From an optimization exercise on the open Yosys and OpenROAD flow, aimed at small area; shortcuts taken in it are not production practice. The RTL was checked by simulation tests, not by an equivalence proof against the original design. No driver is modelled on the clock port, so clock power and skew are understated where the tree is cut down; a real chip needs a root buffer or a tree. Power is estimated from default activity; no workload was simulated.

## v14
==> flow/design.v <==
module uy(counter1,counter2,counter3,counter4,counter5,counter6,counter7,counter8,control,control2,control3,control4,display,display2,display3,display4,clk,reset,s1,s2,s3,s4,s5,s6,s7,s8,s9);
input clk,reset,s1,s2,s3,s4,s5,s6,s7,s8,s9;
output [3:0] control;
output [3:0] control2;
output [3:0] control3;
output [3:0] control4;
output [7:0] display;
output [7:0] display2;
output [7:0] display3;
output [7:0] display4;
output [3:0] counter1;
output [3:0] counter2;
output [3:0] counter3;
output [3:0] counter4;
output [3:0] counter5;
output [4:0] counter6;
output [4:0] counter7;
output [4:0] counter8;
reg [4:0] t;
wire tick = t[3] & !t[2] & !t[1] & t[0];    
always @(posedge clk)
  if (reset || (t[4] & t[1] & t[0])) t <= 5'd0;    
  else t <= t + 5'd1;
wire en = tick & s1;
reg [2:0] k;
reg fon;           
reg [1:0] fpos;    
wire [3:0] g = fon ? (4'b0001 << fpos) : 4'b0000;
reg [4:0] c6, c7;
reg c8b;
wire [4:0] c8 = c8b ? c7 + 5'd14 : c7;
wire k01 = k[0] & k[1];
assign counter1 = {1'b0, k[2] | (g[0] & k01), k[1] ^ (g[0] & k[0]), k[0] ^ g[0]};
assign counter2 = {1'b0, k[2] | (g[1] & k01), k[1] ^ (g[1] & k[0]), k[0] ^ g[1]};
assign counter3 = {1'b0, k[2] | (g[2] & k01), k[1] ^ (g[2] & k[0]), k[0] ^ g[2]};
assign counter4 = {1'b0, k[2] | (g[3] & k01), k[1] ^ (g[3] & k[0]), k[0] ^ g[3]};
assign counter5 = c7[3:0];
assign counter6 = c6;
assign counter7 = c7;
assign counter8 = c8;
reg [2:0] ctl1, ctl2, ctl3, ctl4;
assign control  = ctl1[2] ? 4'b1111 : ~(4'b1000 >> ctl1[1:0]);
assign control2 = ctl2[2] ? 4'b1111 : ~(4'b1000 >> ctl2[1:0]);
assign control3 = ctl3[2] ? 4'b1111 : ~(4'b1000 >> ctl3[1:0]);
assign control4 = ctl4[2] ? 4'b1111 : ~(4'b1000 >> ctl4[1:0]);
reg [1:0] d2, d3, d4;
assign display2 = {{2{d2 == 2'd2}}, {3{d2 == 2'd3}}, d2 == 2'd2, d2 != 2'd0, 1'b0};
assign display3 = {{2{d3 == 2'd2}}, {3{d3 == 2'd3}}, d3 == 2'd2, d3 != 2'd0, 1'b0};
assign display4 = {{2{d4 == 2'd2}}, {3{d4 == 2'd3}}, d4 == 2'd2, d4 != 2'd0, 1'b0};
reg [3:0] d1;
assign display[0] = 1'b0;
assign display[1] = (d1 == 4'd1) | (d1 == 4'd2) | (d1 == 4'd3) | (d1 == 4'd9) | (d1 == 4'd10) | (d1 == 4'd11) | (d1 == 4'd12);
assign display[2] = (d1 == 4'd2) | (d1 == 4'd4) | (d1 == 4'd11) | (d1 == 4'd12) | (d1 == 4'd13) | (d1 == 4'd14);
assign display[3] = (d1 == 4'd3) | (d1 == 4'd9) | (d1 == 4'd12) | (d1 == 4'd13) | (d1 == 4'd14) | (d1 == 4'd15);
assign display[4] = (d1 == 4'd3) | (d1 == 4'd9) | (d1 == 4'd10) | (d1 == 4'd12) | (d1 == 4'd13) | (d1 == 4'd14);
assign display[5] = (d1 == 4'd3) | (d1 == 4'd7) | (d1 == 4'd8) | (d1 == 4'd10) | (d1 == 4'd11) | (d1 == 4'd12) | (d1 == 4'd14);
assign display[6] = (d1 == 4'd2) | (d1 == 4'd6) | (d1 == 4'd8) | (d1 == 4'd9) | (d1 == 4'd10) | (d1 == 4'd11) | (d1 == 4'd12) | (d1 == 4'd14);
assign display[7] = (d1 == 4'd2) | (d1 == 4'd5) | (d1 == 4'd9) | (d1 == 4'd10) | (d1 == 4'd12) | (d1 == 4'd13) | (d1 == 4'd14);
wire kz = (k == 3'd0);
wire fa = kz & s2 & !g[0];
wire fb = kz & s3 & !g[1] & !fa;
wire fc = kz & s4 & !g[2] & !fa & !fb;
wire fd = kz & s5 & !g[3] & !fa & !fb & !fc;
wire fe = k[2] | (k01 & g[0]);
wire fl = fa | fb | fc | fd | fe;
wire fsel = !fl & s6 & (c7[3:0] <= 4'd8 || c7[3:0] == 4'd15);
wire gsel = !fl & !fsel & s7 & (c6 <= 5'd16 || c6 == 5'd31);
wire hsel = !fl & !fsel & !gsel & s8 & (c7 <= 5'd16 || c7 == 5'd31);
wire isel = !fl & !fsel & !gsel & !hsel & s9 & (c8 <= 5'd17 || c8 == 5'd31);
wire gh = gsel | hsel;
wire [4:0] cs = gsel ? c6 : c7;
wire r1 = (cs[4:2] == 3'd0) || (cs == 5'd31);
wire r2 = (cs[4:2] == 3'd1);
wire r3 = (cs[4:2] == 3'd2);
wire r4 = (cs[4:2] == 3'd3);
wire r5 = (cs == 5'd16);
wire [1:0] ghd = gsel ? 2'd1 : {1'b1, c7[0]};
wire [1:0] ghpos = cs[4] ? 2'd0 : cs[1:0];
wire [1:0] fidx = c7[1:0] ^ {2{c7[2]}};
wire fwr = fsel & (c7[3:0] != 4'd8);
wire iwr = isel & (c7 <= 5'd17 || c7 == 5'd31);
wire [1:0] ipos = (c7 <= 5'd4 || c7 == 5'd31) ? 2'd0 : (c7 <= 5'd7) ? 2'd1 : (c7 <= 5'd12) ? 2'd2 : 2'd3;
wire [1:0] iidx = (c7 >= 5'd13 && c7 != 5'd31) ? {~c7[1], c7[0]} : c7[1:0] - 2'd1;
wire i08 = (c7 == 5'd31) || (c7 == 5'd0);
wire [1:0] npos = {fc | fd, fb | fd};
wire gon = fl ? (fa | fb | fc | fd) : fon;
wire [1:0] gpos = fl ? npos : fpos;
reg [2:0] nc1;
reg [3:0] nd1;
always @* begin
  nc1 = ctl1; nd1 = d1;
  if (fwr) begin
    if (c7[3:0] == 4'd15) begin nc1 = 3'd0; nd1 = 4'd14; end
    else begin nc1 = {1'b0, fidx}; nd1 = {2'b10, fidx}; end
  end
  if (gh) begin
    if (r1) begin
      nc1 = {1'b0, ghpos};
      nd1 = gsel ? 4'd1 : (c7[0] & !c7[4]) ? 4'd3 : 4'd2;
    end else nc1 = 3'b100;
  end
  if (iwr) begin
    nc1 = {1'b0, ipos};
    nd1 = i08 ? 4'd15 : {2'b01, iidx};
  end
  if (gon) begin
    nc1 = {1'b0, gpos};
    nd1 = fl ? 4'd12 : (k[1] & !k[0]) ? 4'd14 : 4'd13;
  end
end
always @(posedge clk) begin
  if (reset) begin
    k <= 3'd0; fon <= 1'b0; fpos <= 2'd0; c6 <= 5'd0; c7 <= 5'd0; c8b <= 1'b0;
    ctl1 <= 3'b100; ctl2 <= 3'b100; ctl3 <= 3'b100; ctl4 <= 3'b100;
    d1 <= 4'd0; d2 <= 2'd0; d3 <= 2'd0; d4 <= 2'd0;
  end else if (en) begin
    if (fl) begin k <= 3'd0; fon <= fa | fb | fc | fd; fpos <= npos; end
    else k <= {k01, k[1] ^ k[0], !k[0]};    
    c7 <= c7 + 5'd1;
    c6 <= (gh && r5) ? 5'd0 : c6 + 5'd1;
    if (iwr && c7 == 5'd17) c8b <= 1'b1;
    ctl1 <= nc1; d1 <= nd1;
    if (gh && r2) begin ctl2 <= {1'b0, cs[1:0]}; d2 <= ghd; end
    else if (gh && (r3 || r4 || r5)) ctl2 <= 3'b100;
    if (gh && r3) begin ctl3 <= {1'b0, cs[1:0]}; d3 <= ghd; end
    else if (gh && (r4 || r5)) ctl3 <= 3'b100;
    if (gh && r4) begin ctl4 <= {1'b0, cs[1:0]}; d4 <= ghd; end
    else if (gh && r5) begin ctl4 <= 3'b100; d4 <= 2'd1; end
  end
end
endmodule
clock: 10.0 ns
lec_check: 0
cap_margin: 20
core_margin: 2
core_utilization: 40
slew_margin: 20
standard.sh (not shown) runs the stock make flow with config.mk's settings and CLKGATE_MAP_FILE= SYNTH_SCRIPT=/design/flow/synth_recipe.tcl, a recipe that flattens the netlist after the stock synthesis.
==> flow/flow/run.sh <==
#!/bin/bash
# The standard ORFS layout (standard.sh) with:
#  - synthesis mapped by an area-oriented ABC script, best of several seeds
#    (flow/synth.tcl, flow/area.abc),
#  - port buffers of the smallest buffer cell,
#  - in place of clock tree synthesis, the clock port drives three clock buffers directly,
#    each feeding one cluster of the flip-flops (flow/manual_cts.tcl),
#  - one tie cell for all constant outputs.
set -euo pipefail
W=$PWD
mkdir -p $W/abc
export FLOW_ABC_SCRIPT=$W/flow/area.abc
export FLOW_ABC_DIR=$W/abc
export FLOW_ABC_SEEDS="1 0"
export FLOW_SYNTH_TCL=$W/synth_recipe.tcl
export BUFFER_PORTS_ARGS="-buffer_cell sky130_fd_sc_hd__buf_1"
export SKIP_REPAIR_TIE_FANOUT=1
export PRE_CTS_TCL=$W/flow/manual_cts.tcl
export FLOW_CTS_N=3
export FLOW_CTS_BUF=sky130_fd_sc_hd__clkbuf_8
export FLOW_CTS_CLOCK=clk
sed "s#SYNTH_SCRIPT=[^ ]*#SYNTH_SCRIPT=$W/flow/synth.tcl#" standard.sh > standard_own.sh
bash standard_own.sh > make_flow.log 2>&1
==> flow/flow/area.abc <==
strash
&get -n
&deepsyn -T 20 -S @SEED@
&eslim -T 180 -D 10
&put
amap
topo
==> flow/flow/synth.tcl <==
# The standard synthesis (synth_recipe.tcl), with two changes to the technology mapping:
# no half/full adder extraction, and an area-oriented ABC script (area.abc: &deepsyn and
# &eslim, then
# amap), run with several random seeds, keeping the smallest result.
proc extract_fa {args} { puts "extract_fa skipped" }
proc abc {args} {
  set i [lsearch -exact $args -script]
  set template [read [open $::env(FLOW_ABC_SCRIPT)]]
  yosys design -save pre_abc
  set best_area 1e30
  set best_seed -1
  foreach seed $::env(FLOW_ABC_SEEDS) {
    yosys design -load pre_abc
    set script $::env(FLOW_ABC_DIR)/area_seed$seed.abc
    set f [open $script w]
    puts -nonewline $f [string map [list @SEED@ $seed] $template]
    close $f
    set a $args
    lset a [expr {$i + 1}] $script
    yosys abc {*}$a
    yosys tee -q -o $::env(FLOW_ABC_DIR)/area_seed$seed.txt stat -liberty [lindex $::env(LIB_FILES) 0]
    set f [open $::env(FLOW_ABC_DIR)/area_seed$seed.txt r]
    set txt [read $f]
    close $f
    regexp {Chip area for module[^:]*:\s*([0-9.]+)} $txt -> area
    puts "ABC seed $seed: area $area"
    if {$area < $best_area} {
      set best_area $area
      set best_seed $seed
      yosys design -save best_abc
    }
  }
  puts "ABC best seed $best_seed: area $best_area"
  yosys design -load best_abc
}
source $::env(FLOW_SYNTH_TCL)
Other scripts of this flow, unchanged in this note and not shown: flow/flow/manual_cts.tcl
v14 | status: complete | timing, DRC, antenna: pass
Edits applied to the flow inputs when going from v14 to v1:
==> flow/flow/run.sh <==
#!/bin/bash
# The standard ORFS layout (standard.sh) with:
#  - synthesis mapped by an area-oriented ABC script (flow/synth.tcl, flow/area.abc); the
#    synthesis runs once per ABC random seed, in parallel, and the layout continues from
#    the smallest result,
#  - port buffers of the smallest buffer cell,
#  - in place of clock tree synthesis, the clock port drives three clock buffers directly,
#    each feeding one cluster of the flip-flops (flow/manual_cts.tcl),
#  - one tie cell for all constant outputs.
set -euo pipefail
W=$PWD
export FLOW_ABC_SCRIPT=$W/flow/area.abc
export FLOW_SYNTH_TCL=$W/synth_recipe.tcl
export BUFFER_PORTS_ARGS="-buffer_cell sky130_fd_sc_hd__buf_1"
export SKIP_REPAIR_TIE_FANOUT=1
export PRE_CTS_TCL=$W/flow/manual_cts.tcl
export FLOW_CTS_N=3
export FLOW_CTS_BUF=sky130_fd_sc_hd__clkbuf_8
export FLOW_CTS_CLOCK=clk
SEEDS="1 2 3 4"
for s in $SEEDS; do
  mkdir -p $W/abc_s$s
  sed -e "s#SYNTH_SCRIPT=[^ ]*#SYNTH_SCRIPT=$W/flow/synth.tcl#" -e "s#WORK_HOME=[^ ]*#WORK_HOME=$W/orfs_s$s#" standard.sh > standard_s$s.sh
  (FLOW_ABC_SEEDS=$s FLOW_ABC_DIR=$W/abc_s$s bash standard_s$s.sh synth > synth_s$s.log 2>&1) &
done
wait
best=""
best_area=""
for s in $SEEDS; do
  a=$(sed -n 's/^ABC best seed [0-9]*: area \([0-9.]*\)$/\1/p' synth_s$s.log | tail -1)
  echo "seed $s: area ${a:-none}" >> seeds.log
  if [[ -n "$a" ]] && { [[ -z "$best" ]] || awk -v a="$a" -v b="$best_area" 'BEGIN { exit !(a < b) }'; }; then
    best=$s; best_area=$a
  fi
done
echo "best seed $best: area $best_area" >> seeds.log
mv $W/orfs_s$best $W/orfs
sed "s#SYNTH_SCRIPT=[^ ]*#SYNTH_SCRIPT=$W/flow/synth.tcl#" standard.sh > standard_own.sh
bash standard_own.sh > make_flow.log 2>&1
==> flow/flow/area.abc <==
strash
&get -n
&deepsyn -T 60 -S @SEED@
&eslim -T 300 -D 30
&put
amap
topo
diff --git a/flow/flow/synth.tcl b/flow/flow/synth.tcl
--- a/flow/flow/synth.tcl
+++ b/flow/flow/synth.tcl
@@ -2,5 +2,5 @@
 # no half/full adder extraction, and an area-oriented ABC script (area.abc: &deepsyn and
 # &eslim, then
-# amap), run with several random seeds, keeping the smallest result.
+# amap), run with each random seed in FLOW_ABC_SEEDS, keeping the smallest result.
 proc extract_fa {args} { puts "extract_fa skipped" }
 proc abc {args} {
## What came out
Synthesized cell count, v1 vs v14: up slightly. Of v1 and v14, it is v1 that has the lower number of non-clock inverters. v1 -> v14: core region area delta 0, exact match. Between v14 and v1, the difference in total power consumption of the routed design is negligible. There was hardly any difference in vertical die dimension between v14 and v1.
Input-level comparison between v5 and v1:
==> flow/flow/run.sh <==
#!/bin/bash
# The standard ORFS layout (standard.sh) with:
#  - synthesis mapped by an area-oriented ABC script, best of several seeds
#    (flow/synth.tcl, flow/area.abc),
#  - port buffers of the smallest buffer cell,
#  - in place of clock tree synthesis, the clock port drives three clock buffers directly,
#    each feeding one cluster of the flip-flops (flow/manual_cts.tcl),
#  - one tie cell for all constant outputs.
set -euo pipefail
W=$PWD
mkdir -p $W/abc
export FLOW_ABC_SCRIPT=$W/flow/area.abc
export FLOW_ABC_DIR=$W/abc
export FLOW_ABC_SEEDS="0 1 2"
export FLOW_SYNTH_TCL=$W/synth_recipe.tcl
export BUFFER_PORTS_ARGS="-buffer_cell sky130_fd_sc_hd__buf_1"
export SKIP_REPAIR_TIE_FANOUT=1
export PRE_CTS_TCL=$W/flow/manual_cts.tcl
export FLOW_CTS_N=3
export FLOW_CTS_BUF=sky130_fd_sc_hd__clkbuf_8
export FLOW_CTS_CLOCK=clk
sed "s#SYNTH_SCRIPT=[^ ]*#SYNTH_SCRIPT=$W/flow/synth.tcl#" standard.sh > standard_own.sh
bash standard_own.sh > make_flow.log 2>&1
==> flow/flow/area.abc <==
strash
&get -n
&deepsyn -T 20 -S @SEED@
&put
amap
topo
diff --git a/flow/flow/synth.tcl b/flow/flow/synth.tcl
--- a/flow/flow/synth.tcl
+++ b/flow/flow/synth.tcl
@@ -1,6 +1,5 @@
 # The standard synthesis (synth_recipe.tcl), with two changes to the technology mapping:
-# no half/full adder extraction, and an area-oriented ABC script (area.abc: &deepsyn and
-# &eslim, then
-# amap), run with each random seed in FLOW_ABC_SEEDS, keeping the smallest result.
+# no half/full adder extraction, and an area-oriented ABC script (area.abc: &deepsyn, then
+# amap), run with several random seeds, keeping the smallest result.
 proc extract_fa {args} { puts "extract_fa skipped" }
 proc abc {args} {
Results
Compared with v1, v5 shows average cell area after synthesis higher by 0.68%. The instance area at placement of v5 is higher than that of v1. v5 reports a higher worst setup margin than v1 does. NOTE design area v1->v5 increased by a few percent. Total global-route track usage: v5 vs v1 down 0.76 points.
In every run of this note, the design's own scripts or RTL, not TritonCTS, make the clock network.

==> what the ideal ports hide <==
The results above use ideal ports. As a check the final layouts listed here were re-extracted and re-timed, cells and wires unchanged. Step 1, drivers: a clkbuf_16 drives clk and a buf_2 each remaining input, both assumed. Step 2 moves the port delays by t, midway between the first and last clock arrival at a register: inputs arrive t later, outputs are due t later. That takes back most of the time a late clock gives input paths. a / b / c = ideal ports / drivers / drivers and shift; a / b = the first two.
run | shift t [ns] | setup WS [ns] | cell pins on the clock port's net
v14 | 0.200 | 3.624 / 3.657 / 3.458 | 3
v1 | 0.200 | 3.183 / 3.208 / 3.008 | 3
v5 | 0.196 | 4.586 / 4.617 / 4.421 | 3
After both steps every run listed still meets setup and hold. The setup slack of v1, which loses most, moves by +0.025 ns with the drivers and by -0.175 ns with both steps.
